Context: an optimization exercise on an open-source flow, tuned for small area and a short achievable clock period. The choices shown serve that exercise and are no tape-out recipe. At most, simulation tests tie the RTL to the original design; equivalence was not proved. Power and IR drop assume default switching activity.

==> build 6: inputs <==
// matrix_dot_4x4
module matrix_dot_4x4 (
    input clk,
    input reset,
    input [7:0] A_in_0, A_in_1, A_in_2, A_in_3,
    input [7:0] B_in_0, B_in_1, B_in_2, B_in_3,
    output [31:0] C_out_00, C_out_01, C_out_02, C_out_03,
    output [31:0] C_out_10, C_out_11, C_out_12, C_out_13,
    output [31:0] C_out_20, C_out_21, C_out_22, C_out_23,
    output [31:0] C_out_30, C_out_31, C_out_32, C_out_33
);
export LEC_CHECK = 0
export CAP_MARGIN = 5
export CORE_MARGIN = 2
export CORE_UTILIZATION = 40
export CTS_CLUSTER_DIAMETER = 120
export CTS_CLUSTER_SIZE = 24
export SETUP_SLACK_MARGIN = 2.6
export SLEW_MARGIN = 5
export SYNTH_HIERARCHICAL = 1
export TNS_END_PERCENT = 20
create_clock -name core_clock -period 5.0 [get_ports {clk}]
run.sh (not shown) runs the stock make flow with config.mk's settings and CLKGATE_MAP_FILE= SYNTH_SCRIPT=/design/flow/synth_recipe.tcl, a recipe that flattens the netlist after the stock synthesis.
==> trial 75 (differences from build 6) <==
==> flow/flow/run.sh (new file) <==
#!/bin/bash
# Layout flow: the standard layout (standard.sh), with the port buffers
# made of plain buffers instead of the delay-cell footprint buffer_ports picks
# by default. Every tool's output goes to standard.log in this folder.
set -euo pipefail
export BUFFER_PORTS_ARGS="-buffer_cell sky130_fd_sc_hd__buf_2"
bash standard.sh finish > standard.log 2>&1
==> flow/standard.sh (new file) <==
#!/bin/bash
# synth_recipe.tcl (not shown) runs the flow's synth.tcl, then flattens the netlist and writes it again
# the make line also repeats each setting of config.mk as NAME=value (left out here)
make -C /OpenROAD-flow-scripts/flow DESIGN_CONFIG=/design/flow/config.mk WORK_HOME=/design/flow/orfs CLKGATE_MAP_FILE= SYNTH_SCRIPT=/design/flow/synth_recipe.tcl "${@:-finish}"
--- a/flow/config.mk
+++ b/flow/config.mk
@@ -6,11 +6,11 @@
 export NUM_CORES = 4
 export LEC_CHECK = 0
-export CAP_MARGIN = 5
+export CAP_MARGIN = 0
 export CORE_MARGIN = 2
-export CORE_UTILIZATION = 40
+export CORE_UTILIZATION = 46
 export CTS_CLUSTER_DIAMETER = 120
 export CTS_CLUSTER_SIZE = 24
 export SETUP_SLACK_MARGIN = 2.6
-export SLEW_MARGIN = 5
+export SLEW_MARGIN = 0
 export SYNTH_HIERARCHICAL = 1
-export TNS_END_PERCENT = 20
+export TNS_END_PERCENT = 5
removed: flow/run.sh
==> build 5 (differences from build 6) <==
==> flow/flow/run.sh (new file) <==
#!/bin/bash
# Layout flow: the standard layout (standard.sh), with the port buffers
# made of plain buffers instead of the delay-cell footprint buffer_ports picks
# by default. Every tool's output goes to standard.log in this folder.
set -euo pipefail
export BUFFER_PORTS_ARGS="-buffer_cell sky130_fd_sc_hd__buf_2"
bash standard.sh finish > standard.log 2>&1
==> flow/standard.sh (new file) <==
#!/bin/bash
# synth_recipe.tcl (not shown) runs the flow's synth.tcl, then flattens the netlist and writes it again
# the make line also repeats each setting of config.mk as NAME=value (left out here)
make -C /OpenROAD-flow-scripts/flow DESIGN_CONFIG=/design/flow/config.mk WORK_HOME=/design/flow/orfs CLKGATE_MAP_FILE= SYNTH_SCRIPT=/design/flow/synth_recipe.tcl "${@:-finish}"
--- a/flow/config.mk
+++ b/flow/config.mk
@@ -6,5 +6,6 @@
 export NUM_CORES = 4
 export LEC_CHECK = 0
-export CAP_MARGIN = 5
+export ABC_AREA = 1
+export CAP_MARGIN = 0
 export CORE_MARGIN = 2
 export CORE_UTILIZATION = 40
@@ -12,5 +13,5 @@
 export CTS_CLUSTER_SIZE = 24
 export SETUP_SLACK_MARGIN = 2.6
-export SLEW_MARGIN = 5
+export SLEW_MARGIN = 0
 export SYNTH_HIERARCHICAL = 1
-export TNS_END_PERCENT = 20
+export TNS_END_PERCENT = 5
removed: flow/run.sh
==> results.txt <==
|  | build 5 | build 6 | trial 75 |
|---|---|---|---|
| Result of the run | finished clean | finished clean | finished clean |
| Switching power | 19.05 mW | 18.28 mW | 18.28 mW |
| Register-to-register setup slack | 2.56 ns | 2.46 ns | 2.42 ns |
| Share of cells above drive strength 1 | 16.29% | 13.71% | 17.94% |
| Tightest Pin Transition | 0.6321 ns | 0.6701 ns | 0.6594 ns |
| Worst-path fanout max | 2 | 2 | 4 |
| Number of multi-input combinational cells | 5,431 | 3,088 | 3,088 |
| Standard-cell row count | 149 | 139 | 129 |
| Overall power after layout | 41.70 mW | 43.91 mW | 43.27 mW |
| Clock skew | 0.05139 ns | 0.04107 ns | 0.04408 ns |
| Worst slew slack as a fraction of its limit | 57.70% | 55.32% | 56.04% |
| Ratio of routed vias to standard cells | 4.319 | 5.210 | 5.464 |
| Clock latency at the later pin of the worst-skew pair | 0.71 ns | 0.70 ns | 0.68 ns |
| Portion of synthesized cell area occupied by the leading cell type | 31.82% | 36.91% | 36.91% |
| Final core utilization | 40.54% | 42.01% | 46.76% |
| Maximum vdd ir drop | 0.0004265 V | 0.0004482 V | 0.0004273 V |
| Number of gates given a new drive strength after cts | 50 | 523 | 238 |
| Netlist cell types | 27 | 69 | 69 |
| Setup fix buffers added after clock tree synthesis | 1 | 22 | 58 |
| Overall fraction of global-route tracks in use | 18.97% | 18.64% | 20.82% |
| Cell area reported after detailed placement | 64,250 µm² | 56,810 µm² | 54,480 µm² |

========
==> inputs of exp/willow <==
Another version of the RTL of matrix_dot_4x4 (not shown whole).
clock: 5.0 ns
lec_check: 0
cap_margin: 20
core_margin: 2
core_utilization: 40
cts_cluster_diameter: 150
cts_cluster_size: 30
setup_slack_margin: 2.6
slew_margin: 20
synth_hierarchical: 1
tns_end_percent: 20
Stock flow here: none of the scripts above is used.
==> inputs of exp/violet, as changes to exp/willow <==
--- a/flow/design.v
+++ b/flow/design.v
@@ -112,29 +112,29 @@
     wire fs57, fc57;
     PE_fa ufs57 (.x(npp25), .y(pn36), .z(pn47), .s(fs57), .c(fc57));
     wire fs58, fc58;
     PE_fa ufs58 (.x(pn7), .y(pn18), .z(npp29), .s(fs58), .c(fc58));
     wire fs59, fc59;
     PE_fa ufs59 (.x(pn8), .y(pn19), .z(pn30), .s(fs59), .c(fc59));
-    wire fs60, fc60;
-    PE_fa ufs60 (.x(npp42), .y(fs52), .z(1'b1), .s(fs60), .c(fc60));
+    wire hs60, hc60;
+    PE_nha uhs60 (.x(npp42), .y(fs52), .s(hs60), .c(hc60));
     wire fs61, fc61;
     PE_fa ufs61 (.x(pn43), .y(fc52), .z(fs53), .s(fs61), .c(fc61));
     wire fs62, fc62;
     PE_fa ufs62 (.x(pn44), .y(fc53), .z(fs54), .s(fs62), .c(fc62));
     wire fs63, fc63;
     PE_fa ufs63 (.x(pn45), .y(fc54), .z(fs55), .s(fs63), .c(fc63));
-    wire fs64, fc64;
-    PE_fa ufs64 (.x(fc55), .y(fs56), .z(1'b1), .s(fs64), .c(fc64));
-    wire fs65, fc65;
-    PE_fa ufs65 (.x(fc56), .y(fs57), .z(1'b1), .s(fs65), .c(fc65));
+    wire hs64, hc64;
+    PE_nha uhs64 (.x(fc55), .y(fs56), .s(hs64), .c(hc64));
+    wire hs65, hc65;
+    PE_nha uhs65 (.x(fc56), .y(fs57), .s(hs65), .c(hc65));
     wire fs66, fc66;
     PE_fa ufs66 (.x(npp37), .y(pn48), .z(fc57), .s(fs66), .c(fc66));
-    wire fs67, fc67;
-    PE_fa ufs67 (.x(npp38), .y(pn49), .z(1'b1), .s(fs67), .c(fc67));
-    assign n = {npp51, fc67, npp50, fs67, fc66, fs66, fc65, fs65, fc64, fs64, fc63, fs63, fc62, fs62, fc61, fs61, fc60, fs60, fc59, fs59, fc58, fs58, pn17, pn6, npp16, pn5, pn4, npp3};
+    wire hs67, hc67;
+    PE_nha uhs67 (.x(npp38), .y(pn49), .s(hs67), .c(hc67));
+    assign n = {npp51, hc67, npp50, hs67, fc66, fs66, hc65, hs65, hc64, hs64, fc63, fs63, fc62, fs62, fc61, fs61, hc60, hs60, fc59, fs59, fc58, fs58, pn17, pn6, npp16, pn5, pn4, npp3};
 endmodule
 module PE_acc0 (
     input  [27:0] n,
     output [15:0] s
 );
     wire nt0 = ~n[0];
@@ -256,14 +256,14 @@
     wire nq14 = ~q[14];
     wire nq15 = ~q[15];
     wire fs16, fc16;
     PE_fa ufs16 (.x(n[2]), .y(n[3]), .z(nq2), .s(fs16), .c(fc16));
     wire fs17, fc17;
     PE_fa ufs17 (.x(n[4]), .y(n[5]), .z(nq3), .s(fs17), .c(fc17));
-    wire fs18, fc18;
-    PE_fa ufs18 (.x(n[6]), .y(nq4), .z(1'b1), .s(fs18), .c(fc18));
+    wire hs18, hc18;
+    PE_nha uhs18 (.x(n[6]), .y(nq4), .s(hs18), .c(hc18));
     wire fs19, fc19;
     PE_fa ufs19 (.x(n[7]), .y(n[8]), .z(nq5), .s(fs19), .c(fc19));
     wire fs20, fc20;
     PE_fa ufs20 (.x(n[9]), .y(n[10]), .z(nq6), .s(fs20), .c(fc20));
     wire fs21, fc21;
     PE_fa ufs21 (.x(n[11]), .y(n[12]), .z(nq7), .s(fs21), .c(fc21));
@@ -278,25 +278,25 @@
     wire fs26, fc26;
     PE_fa ufs26 (.x(n[21]), .y(n[22]), .z(nq12), .s(fs26), .c(fc26));
     wire fs27, fc27;
     PE_fa ufs27 (.x(n[23]), .y(n[24]), .z(nq13), .s(fs27), .c(fc27));
     wire fs28, fc28;
     PE_fa ufs28 (.x(n[25]), .y(n[26]), .z(nq14), .s(fs28), .c(fc28));
-    wire fs29, fc29;
-    PE_fa ufs29 (.x(n[27]), .y(nq15), .z(1'b1), .s(fs29), .c(fc29));
+    wire hs29, hc29;
+    PE_nha uhs29 (.x(n[27]), .y(nq15), .s(hs29), .c(hc29));
     wire hg30, hp30;
     PE_pg uhg30 (.x(n[0]), .y(nq0), .g(hg30), .p(hp30));
     wire hg31, hp31;
     PE_pg uhg31 (.x(n[1]), .y(nq1), .g(hg31), .p(hp31));
     wire nt32 = ~fs16;
     wire hg33, hp33;
     PE_pg uhg33 (.x(fc16), .y(fs17), .g(hg33), .p(hp33));
     wire hg34, hp34;
-    PE_pg uhg34 (.x(fc17), .y(fs18), .g(hg34), .p(hp34));
+    PE_pg uhg34 (.x(fc17), .y(hs18), .g(hg34), .p(hp34));
     wire hg35, hp35;
-    PE_pg uhg35 (.x(fc18), .y(fs19), .g(hg35), .p(hp35));
+    PE_pg uhg35 (.x(hc18), .y(fs19), .g(hg35), .p(hp35));
     wire hg36, hp36;
     PE_pg uhg36 (.x(fc19), .y(fs20), .g(hg36), .p(hp36));
     wire hg37, hp37;
     PE_pg uhg37 (.x(fc20), .y(fs21), .g(hg37), .p(hp37));
     wire hg38, hp38;
     PE_pg uhg38 (.x(fc21), .y(fs22), .g(hg38), .p(hp38));
@@ -310,14 +310,14 @@
     PE_pg uhg42 (.x(fc25), .y(fs26), .g(hg42), .p(hp42));
     wire hg43, hp43;
     PE_pg uhg43 (.x(fc26), .y(fs27), .g(hg43), .p(hp43));
     wire hg44, hp44;
     PE_pg uhg44 (.x(fc27), .y(fs28), .g(hg44), .p(hp44));
     wire hg45, hp45;
-    PE_pg uhg45 (.x(fc28), .y(fs29), .g(hg45), .p(hp45));
-    wire nt46 = ~fc29;
+    PE_pg uhg45 (.x(fc28), .y(hs29), .g(hg45), .p(hp45));
+    wire nt46 = ~hc29;
     wire or47 = hg30 | hp30;
     wire G48 = hg31 | (hp31 & or47);
     wire G49 = hg33 | (hp33 & fs16);
     wire an50 = hp33 & nt32;
     wire G51 = hg35 | (hp35 & hg34);
     wire an52 = hp35 & hp34;
@@ -362,13 +362,13 @@
     wire G91 = G69 | (an70 & G80);
     wire G92 = G71 | (an72 & G80);
     wire G93 = G81 | (an82 & G80);
     wire G94 = G83 | (an84 & G80);
     wire G95 = G85 | (an86 & G80);
     wire G96 = G87 | (an88 & G80);
-    wire G97 = fc29 | (nt46 & G96);
+    wire G97 = hc29 | (nt46 & G96);
     wire nt98 = ~hp30;
     wire nt99 = ~nt98;
     wire xn100 = ~(hp31 ^ or47);
     wire xn101 = ~(nt32 ^ G48);
     wire xn102 = ~(hp33 ^ G63);
     wire xn103 = ~(hp34 ^ G64);
@@ -409,14 +409,14 @@
     wire nq15 = ~q[15];
     wire nq16 = ~q[16];
     wire fs17, fc17;
     PE_fa ufs17 (.x(n[2]), .y(n[3]), .z(nq2), .s(fs17), .c(fc17));
     wire fs18, fc18;
     PE_fa ufs18 (.x(n[4]), .y(n[5]), .z(nq3), .s(fs18), .c(fc18));
-    wire fs19, fc19;
-    PE_fa ufs19 (.x(n[6]), .y(nq4), .z(1'b1), .s(fs19), .c(fc19));
+    wire hs19, hc19;
+    PE_nha uhs19 (.x(n[6]), .y(nq4), .s(hs19), .c(hc19));
     wire fs20, fc20;
     PE_fa ufs20 (.x(n[7]), .y(n[8]), .z(nq5), .s(fs20), .c(fc20));
     wire fs21, fc21;
     PE_fa ufs21 (.x(n[9]), .y(n[10]), .z(nq6), .s(fs21), .c(fc21));
     wire fs22, fc22;
     PE_fa ufs22 (.x(n[11]), .y(n[12]), .z(nq7), .s(fs22), .c(fc22));
@@ -431,25 +431,25 @@
     wire fs27, fc27;
     PE_fa ufs27 (.x(n[21]), .y(n[22]), .z(nq12), .s(fs27), .c(fc27));
     wire fs28, fc28;
     PE_fa ufs28 (.x(n[23]), .y(n[24]), .z(nq13), .s(fs28), .c(fc28));
     wire fs29, fc29;
     PE_fa ufs29 (.x(n[25]), .y(n[26]), .z(nq14), .s(fs29), .c(fc29));
-    wire fs30, fc30;
-    PE_fa ufs30 (.x(n[27]), .y(nq15), .z(1'b1), .s(fs30), .c(fc30));
+    wire hs30, hc30;
+    PE_nha uhs30 (.x(n[27]), .y(nq15), .s(hs30), .c(hc30));
     wire hg31, hp31;
     PE_pg uhg31 (.x(n[0]), .y(nq0), .g(hg31), .p(hp31));
     wire hg32, hp32;
     PE_pg uhg32 (.x(n[1]), .y(nq1), .g(hg32), .p(hp32));
     wire nt33 = ~fs17;
     wire hg34, hp34;
     PE_pg uhg34 (.x(fc17), .y(fs18), .g(hg34), .p(hp34));
     wire hg35, hp35;
-    PE_pg uhg35 (.x(fc18), .y(fs19), .g(hg35), .p(hp35));
+    PE_pg uhg35 (.x(fc18), .y(hs19), .g(hg35), .p(hp35));
     wire hg36, hp36;
-    PE_pg uhg36 (.x(fc19), .y(fs20), .g(hg36), .p(hp36));
+    PE_pg uhg36 (.x(hc19), .y(fs20), .g(hg36), .p(hp36));
     wire hg37, hp37;
     PE_pg uhg37 (.x(fc20), .y(fs21), .g(hg37), .p(hp37));
     wire hg38, hp38;
     PE_pg uhg38 (.x(fc21), .y(fs22), .g(hg38), .p(hp38));
     wire hg39, hp39;
     PE_pg uhg39 (.x(fc22), .y(fs23), .g(hg39), .p(hp39));
@@ -463,15 +463,15 @@
     PE_pg uhg43 (.x(fc26), .y(fs27), .g(hg43), .p(hp43));
     wire hg44, hp44;
     PE_pg uhg44 (.x(fc27), .y(fs28), .g(hg44), .p(hp44));
     wire hg45, hp45;
     PE_pg uhg45 (.x(fc28), .y(fs29), .g(hg45), .p(hp45));
     wire hg46, hp46;
-    PE_pg uhg46 (.x(fc29), .y(fs30), .g(hg46), .p(hp46));
+    PE_pg uhg46 (.x(fc29), .y(hs30), .g(hg46), .p(hp46));
     wire hg47, hp47;
-    PE_pg uhg47 (.x(nq16), .y(fc30), .g(hg47), .p(hp47));
+    PE_pg uhg47 (.x(nq16), .y(hc30), .g(hg47), .p(hp47));
     wire or48 = hg31 | hp31;
     wire G49 = hg32 | (hp32 & or48);
     wire G50 = hg34 | (hp34 & fs17);
     wire an51 = hp34 & nt33;
     wire G52 = hg36 | (hp36 & hg35);
     wire an53 = hp36 & hp35;
@@ -565,14 +565,14 @@
     wire nq16 = ~q[16];
     wire nq17 = ~q[17];
     wire fs18, fc18;
     PE_fa ufs18 (.x(n[2]), .y(n[3]), .z(nq2), .s(fs18), .c(fc18));
     wire fs19, fc19;
     PE_fa ufs19 (.x(n[4]), .y(n[5]), .z(nq3), .s(fs19), .c(fc19));
-    wire fs20, fc20;
-    PE_fa ufs20 (.x(n[6]), .y(nq4), .z(1'b1), .s(fs20), .c(fc20));
+    wire hs20, hc20;
+    PE_nha uhs20 (.x(n[6]), .y(nq4), .s(hs20), .c(hc20));
     wire fs21, fc21;
     PE_fa ufs21 (.x(n[7]), .y(n[8]), .z(nq5), .s(fs21), .c(fc21));
     wire fs22, fc22;
     PE_fa ufs22 (.x(n[9]), .y(n[10]), .z(nq6), .s(fs22), .c(fc22));
     wire fs23, fc23;
     PE_fa ufs23 (.x(n[11]), .y(n[12]), .z(nq7), .s(fs23), .c(fc23));
@@ -587,25 +587,25 @@
     wire fs28, fc28;
     PE_fa ufs28 (.x(n[21]), .y(n[22]), .z(nq12), .s(fs28), .c(fc28));
     wire fs29, fc29;
     PE_fa ufs29 (.x(n[23]), .y(n[24]), .z(nq13), .s(fs29), .c(fc29));
     wire fs30, fc30;
     PE_fa ufs30 (.x(n[25]), .y(n[26]), .z(nq14), .s(fs30), .c(fc30));
-    wire fs31, fc31;
-    PE_fa ufs31 (.x(n[27]), .y(nq15), .z(1'b1), .s(fs31), .c(fc31));
+    wire hs31, hc31;
+    PE_nha uhs31 (.x(n[27]), .y(nq15), .s(hs31), .c(hc31));
     wire hg32, hp32;
     PE_pg uhg32 (.x(n[0]), .y(nq0), .g(hg32), .p(hp32));
     wire hg33, hp33;
     PE_pg uhg33 (.x(n[1]), .y(nq1), .g(hg33), .p(hp33));
     wire nt34 = ~fs18;
     wire hg35, hp35;
     PE_pg uhg35 (.x(fc18), .y(fs19), .g(hg35), .p(hp35));
     wire hg36, hp36;
-    PE_pg uhg36 (.x(fc19), .y(fs20), .g(hg36), .p(hp36));
+    PE_pg uhg36 (.x(fc19), .y(hs20), .g(hg36), .p(hp36));
     wire hg37, hp37;
-    PE_pg uhg37 (.x(fc20), .y(fs21), .g(hg37), .p(hp37));
+    PE_pg uhg37 (.x(hc20), .y(fs21), .g(hg37), .p(hp37));
     wire hg38, hp38;
     PE_pg uhg38 (.x(fc21), .y(fs22), .g(hg38), .p(hp38));
     wire hg39, hp39;
     PE_pg uhg39 (.x(fc22), .y(fs23), .g(hg39), .p(hp39));
     wire hg40, hp40;
     PE_pg uhg40 (.x(fc23), .y(fs24), .g(hg40), .p(hp40));
@@ -619,15 +619,15 @@
     PE_pg uhg44 (.x(fc27), .y(fs28), .g(hg44), .p(hp44));
     wire hg45, hp45;
     PE_pg uhg45 (.x(fc28), .y(fs29), .g(hg45), .p(hp45));
     wire hg46, hp46;
     PE_pg uhg46 (.x(fc29), .y(fs30), .g(hg46), .p(hp46));
     wire hg47, hp47;
-    PE_pg uhg47 (.x(fc30), .y(fs31), .g(hg47), .p(hp47));
+    PE_pg uhg47 (.x(fc30), .y(hs31), .g(hg47), .p(hp47));
     wire hg48, hp48;
-    PE_pg uhg48 (.x(nq16), .y(fc31), .g(hg48), .p(hp48));
+    PE_pg uhg48 (.x(nq16), .y(hc31), .g(hg48), .p(hp48));
     wire nt49 = ~nq17;
     wire or50 = hg32 | hp32;
     wire G51 = hg33 | (hp33 & or50);
     wire G52 = hg35 | (hp35 & fs18);
     wire an53 = hp35 & nt34;
     wire G54 = hg37 | (hp37 & hg36);
@@ -787,22 +787,22 @@
     wire fs71, fc71;
     PE_fa ufs71 (.x(npp5), .y(npp12), .z(npp19), .s(fs71), .c(fc71));
     wire fs72, fc72;
     PE_fa ufs72 (.x(npp26), .y(npp33), .z(npp40), .s(fs72), .c(fc72));
     wire fs73, fc73;
     PE_fa ufs73 (.x(npp27), .y(npp34), .z(npp41), .s(fs73), .c(fc73));
-    wire fs74, fc74;
-    PE_fa ufs74 (.x(npp48), .y(fs64), .z(1'b1), .s(fs74), .c(fc74));
+    wire hs74, hc74;
+    PE_nha uhs74 (.x(npp48), .y(fs64), .s(hs74), .c(hc74));
     wire fs75, fc75;
     PE_fa ufs75 (.x(npp49), .y(npp56), .z(fc64), .s(fs75), .c(fc75));
-    wire fs76, fc76;
-    PE_fa ufs76 (.x(fs65), .y(fs66), .z(1'b1), .s(fs76), .c(fc76));
+    wire hs76, hc76;
+    PE_nha uhs76 (.x(fs65), .y(fs66), .s(hs76), .c(hc76));
     wire fs77, fc77;
     PE_fa ufs77 (.x(npp57), .y(fc65), .z(fc66), .s(fs77), .c(fc77));
-    wire fs78, fc78;
-    PE_fa ufs78 (.x(fs67), .y(fs68), .z(1'b1), .s(fs78), .c(fc78));
+    wire hs78, hc78;
+    PE_nha uhs78 (.x(fs67), .y(fs68), .s(hs78), .c(hc78));
     wire fs79, fc79;
     PE_fa ufs79 (.x(npp44), .y(npp51), .z(npp58), .s(fs79), .c(fc79));
     wire fs80, fc80;
     PE_fa ufs80 (.x(fc67), .y(fc68), .z(fs69), .s(fs80), .c(fc80));
     wire fs81, fc81;
     PE_fa ufs81 (.x(npp31), .y(npp38), .z(npp45), .s(fs81), .c(fc81));
@@ -816,37 +816,37 @@
     PE_fa ufs85 (.x(npp25), .y(npp32), .z(fs70), .s(fs85), .c(fc85));
     wire fs86, fc86;
     PE_fa ufs86 (.x(fc70), .y(fs71), .z(fs72), .s(fs86), .c(fc86));
     wire fs87, fc87;
     PE_fa ufs87 (.x(fc71), .y(fc72), .z(fs73), .s(fs87), .c(fc87));
     wire fs88, fc88;
-    PE_fa ufs88 (.x(fc73), .y(fc74), .z(fs75), .s(fs88), .c(fc88));
+    PE_fa ufs88 (.x(fc73), .y(hc74), .z(fs75), .s(fs88), .c(fc88));
     wire fs89, fc89;
-    PE_fa ufs89 (.x(fc75), .y(fc76), .z(fs77), .s(fs89), .c(fc89));
+    PE_fa ufs89 (.x(fc75), .y(hc76), .z(fs77), .s(fs89), .c(fc89));
     wire fs90, fc90;
-    PE_fa ufs90 (.x(fc77), .y(fc78), .z(fs79), .s(fs90), .c(fc90));
+    PE_fa ufs90 (.x(fc77), .y(hc78), .z(fs79), .s(fs90), .c(fc90));
     wire fs91, fc91;
     PE_fa ufs91 (.x(fc79), .y(fc80), .z(fs81), .s(fs91), .c(fc91));
     wire fs92, fc92;
     PE_fa ufs92 (.x(npp60), .y(fc81), .z(fc82), .s(fs92), .c(fc92));
     wire fs93, fc93;
     PE_fa ufs93 (.x(npp47), .y(npp54), .z(npp61), .s(fs93), .c(fc93));
-    assign n = {npp63, fc93, npp62, npp55, fs93, fc92, fc83, fs92, fc91, fs83, fs91, fc90, fs82, fs90, fc89, fs80, fs89, fc88, fs78, fs88, fc87, fs76, fs87, fc86, fs74, fs86, fc85, fs85, fc84, fs84, npp24, npp16, npp9, npp2, npp8, npp1, npp0};
+    assign n = {npp63, fc93, npp62, npp55, fs93, fc92, fc83, fs92, fc91, fs83, fs91, fc90, fs82, fs90, fc89, fs80, fs89, fc88, hs78, fs88, fc87, hs76, fs87, fc86, hs74, fs86, fc85, fs85, fc84, fs84, npp24, npp16, npp9, npp2, npp8, npp1, npp0};
 endmodule
 module PE_acc00 (
     input  [36:0] n,
     output [15:0] s
 );
     wire fs0, fc0;
     PE_fa ufs0 (.x(n[3]), .y(n[4]), .z(n[5]), .s(fs0), .c(fc0));
-    wire fs1, fc1;
-    PE_fa ufs1 (.x(n[6]), .y(n[7]), .z(1'b1), .s(fs1), .c(fc1));
-    wire fs2, fc2;
-    PE_fa ufs2 (.x(n[8]), .y(n[9]), .z(1'b1), .s(fs2), .c(fc2));
-    wire fs3, fc3;
-    PE_fa ufs3 (.x(n[10]), .y(n[11]), .z(1'b1), .s(fs3), .c(fc3));
+    wire hs1, hc1;
+    PE_nha uhs1 (.x(n[6]), .y(n[7]), .s(hs1), .c(hc1));
+    wire hs2, hc2;
+    PE_nha uhs2 (.x(n[8]), .y(n[9]), .s(hs2), .c(hc2));
+    wire hs3, hc3;
+    PE_nha uhs3 (.x(n[10]), .y(n[11]), .s(hs3), .c(hc3));
     wire fs4, fc4;
     PE_fa ufs4 (.x(n[12]), .y(n[13]), .z(n[14]), .s(fs4), .c(fc4));
     wire fs5, fc5;
     PE_fa ufs5 (.x(n[15]), .y(n[16]), .z(n[17]), .s(fs5), .c(fc5));
     wire fs6, fc6;
     PE_fa ufs6 (.x(n[18]), .y(n[19]), .z(n[20]), .s(fs6), .c(fc6));
@@ -862,19 +862,19 @@
     PE_fa ufs11 (.x(n[33]), .y(n[34]), .z(n[35]), .s(fs11), .c(fc11));
     wire nt12 = ~n[0];
     wire hg13, hp13;
     PE_pg uhg13 (.x(n[1]), .y(n[2]), .g(hg13), .p(hp13));
     wire nt14 = ~fs0;
     wire hg15, hp15;
-    PE_pg uhg15 (.x(fc0), .y(fs1), .g(hg15), .p(hp15));
+    PE_pg uhg15 (.x(fc0), .y(hs1), .g(hg15), .p(hp15));
     wire hg16, hp16;
-    PE_pg uhg16 (.x(fc1), .y(fs2), .g(hg16), .p(hp16));
+    PE_pg uhg16 (.x(hc1), .y(hs2), .g(hg16), .p(hp16));
     wire hg17, hp17;
-    PE_pg uhg17 (.x(fc2), .y(fs3), .g(hg17), .p(hp17));
+    PE_pg uhg17 (.x(hc2), .y(hs3), .g(hg17), .p(hp17));
     wire hg18, hp18;
-    PE_pg uhg18 (.x(fc3), .y(fs4), .g(hg18), .p(hp18));
+    PE_pg uhg18 (.x(hc3), .y(fs4), .g(hg18), .p(hp18));
     wire hg19, hp19;
     PE_pg uhg19 (.x(fc4), .y(fs5), .g(hg19), .p(hp19));
     wire hg20, hp20;
     PE_pg uhg20 (.x(fc5), .y(fs6), .g(hg20), .p(hp20));
     wire hg21, hp21;
     PE_pg uhg21 (.x(fc6), .y(fs7), .g(hg21), .p(hp21));
==> flow/config.mk (replaced) <==
export PLATFORM = sky130hd
export DESIGN_NAME = matrix_dot_4x4
export DESIGN_NICKNAME = matrix_dot_4x4
export VERILOG_FILES = /design/flow/design.v
export SDC_FILE = /design/flow/constraint.sdc
export NUM_CORES = 4
export LEC_CHECK = 0
export CAP_MARGIN = 20
export CORE_MARGIN = 2
export CORE_UTILIZATION = 40
export SETUP_SLACK_MARGIN = 2.6
export SLEW_MARGIN = 20
export SYNTH_HIERARCHICAL = 1
==> inputs of exp/xenon, as changes to exp/willow <==
==> flow/flow/run.sh (new file) <==
#!/bin/bash
# Layout flow: the standard layout (standard.sh), with the port buffers
# made of plain buffers instead of the delay-cell footprint buffer_ports picks
# by default. Every tool's output goes to standard.log in this folder.
set -euo pipefail
export BUFFER_PORTS_ARGS="-buffer_cell sky130_fd_sc_hd__buf_2"
bash standard.sh finish > standard.log 2>&1
==> flow/standard.sh (new file) <==
#!/bin/bash
# synth_recipe.tcl (not shown) runs the flow's synth.tcl, then flattens the netlist and writes it again
# the make line also repeats each setting of config.mk as NAME=value (left out here)
make -C /OpenROAD-flow-scripts/flow DESIGN_CONFIG=/design/flow/config.mk WORK_HOME=/design/flow/orfs CLKGATE_MAP_FILE= SYNTH_SCRIPT=/design/flow/synth_recipe.tcl "${@:-finish}"
==> flow/config.mk (replaced) <==
export PLATFORM = sky130hd
export DESIGN_NAME = matrix_dot_4x4
export DESIGN_NICKNAME = matrix_dot_4x4
export VERILOG_FILES = /design/flow/design.v
export SDC_FILE = /design/flow/constraint.sdc
export NUM_CORES = 4
export LEC_CHECK = 0
export CAP_MARGIN = 20
export CORE_MARGIN = 2
export CORE_UTILIZATION = 40
export CTS_BUF_LIST = sky130_fd_sc_hd__clkbuf_4 sky130_fd_sc_hd__clkbuf_8
export SETUP_SLACK_MARGIN = 2.6
export SLEW_MARGIN = 20
export SYNTH_HIERARCHICAL = 1
removed: flow/run.sh
==> inputs of exp/harbor, as changes to exp/willow <==
--- a/flow/config.mk
+++ b/flow/config.mk
@@ -10,7 +10,6 @@
 export CORE_UTILIZATION = 40
 export CTS_CLUSTER_DIAMETER = 150
 export CTS_CLUSTER_SIZE = 30
 export SETUP_SLACK_MARGIN = 2.6
 export SLEW_MARGIN = 20
 export SYNTH_HIERARCHICAL = 1
-export TNS_END_PERCENT = 20
==> comparison <==
Against exp/harbor, the register-to-register slack of exp/willow is worse by 30 ps.
In flip-flop and latch count, exp/harbor and exp/xenon do not differ.
Wire length, highest first: exp/violet, exp/xenon, exp/harbor, exp/willow.
Against exp/violet, the worst hold slack of exp/xenon is worse by 68 ps.
Against exp/xenon, the global-route usage of exp/violet is lower by 0.30 points.
Core utilization, lowest first: exp/willow, exp/harbor, exp/violet, exp/xenon.
Of exp/xenon and exp/harbor, exp/harbor has the higher critical path depth (gap 1).
Total power, lowest first: exp/willow, exp/harbor, exp/violet, exp/xenon.
The highest maximum frequency belongs to exp/violet, the lowest to exp/willow.
Sequential power is about the same in exp/violet and exp/willow.
Area after synthesis is the same in exp/harbor and exp/xenon.
Only the layout flow was run in exp/willow, exp/xenon and exp/harbor; the RTL was not checked for function there.

[separate check: timing with driven ports]
How much do the figures lean on ideal ports? The routed layouts below were timed once more, with nothing changed but the port constraints.
Step 1 (the two cells are an assumption about what drives the block):
set clk [get_ports {clk}]
set_driving_cell -lib_cell sky130_fd_sc_hd__clkbuf_16 $clk
set_driving_cell -lib_cell sky130_fd_sc_hd__buf_2 [delete_from_list [all_inputs] $clk]
Step 2, shift: input delay + t, output delay - t, t = (earliest + latest rising clock arrival at the registers) / 2. This alone moves slack from input paths to output paths.
a / b / c = ideal ports / drivers / drivers and shift; a / b = the first two.
| run | shift t [ns] | setup WS [ns] | hold slack, ns |
|---|---|---|---|
| build 6 | 0.748 | 2.381 / 2.301 / 1.732 | 0.330 / 0.330 / 0.330 |
| trial 75 | 0.736 | 2.418 / 2.418 / 1.812 | 0.365 / 0.365 / 0.365 |
| build 5 | 0.759 | 2.547 / 2.463 / 1.776 | 0.364 / 0.364 / 0.364 |
| exp/willow | 0.737 | 2.409 / 2.334 / 1.687 | 0.347 / 0.347 / 0.347 |
| exp/violet | 0.799 | 2.507 / 2.465 / 1.768 | 0.349 / 0.349 / 0.349 |
| exp/xenon | 0.948 | 2.470 / 2.438 / 1.795 | 0.281 / 0.270 / 0.345 |
| exp/harbor | 0.730 | 2.439 / 2.439 / 1.844 | 0.369 / 0.369 / 0.369 |
After both steps setup and hold are still met in every run listed. For build 5, which loses most, drivers alone change the setup slack by -0.084 ns; drivers and shift together by -0.771 ns.
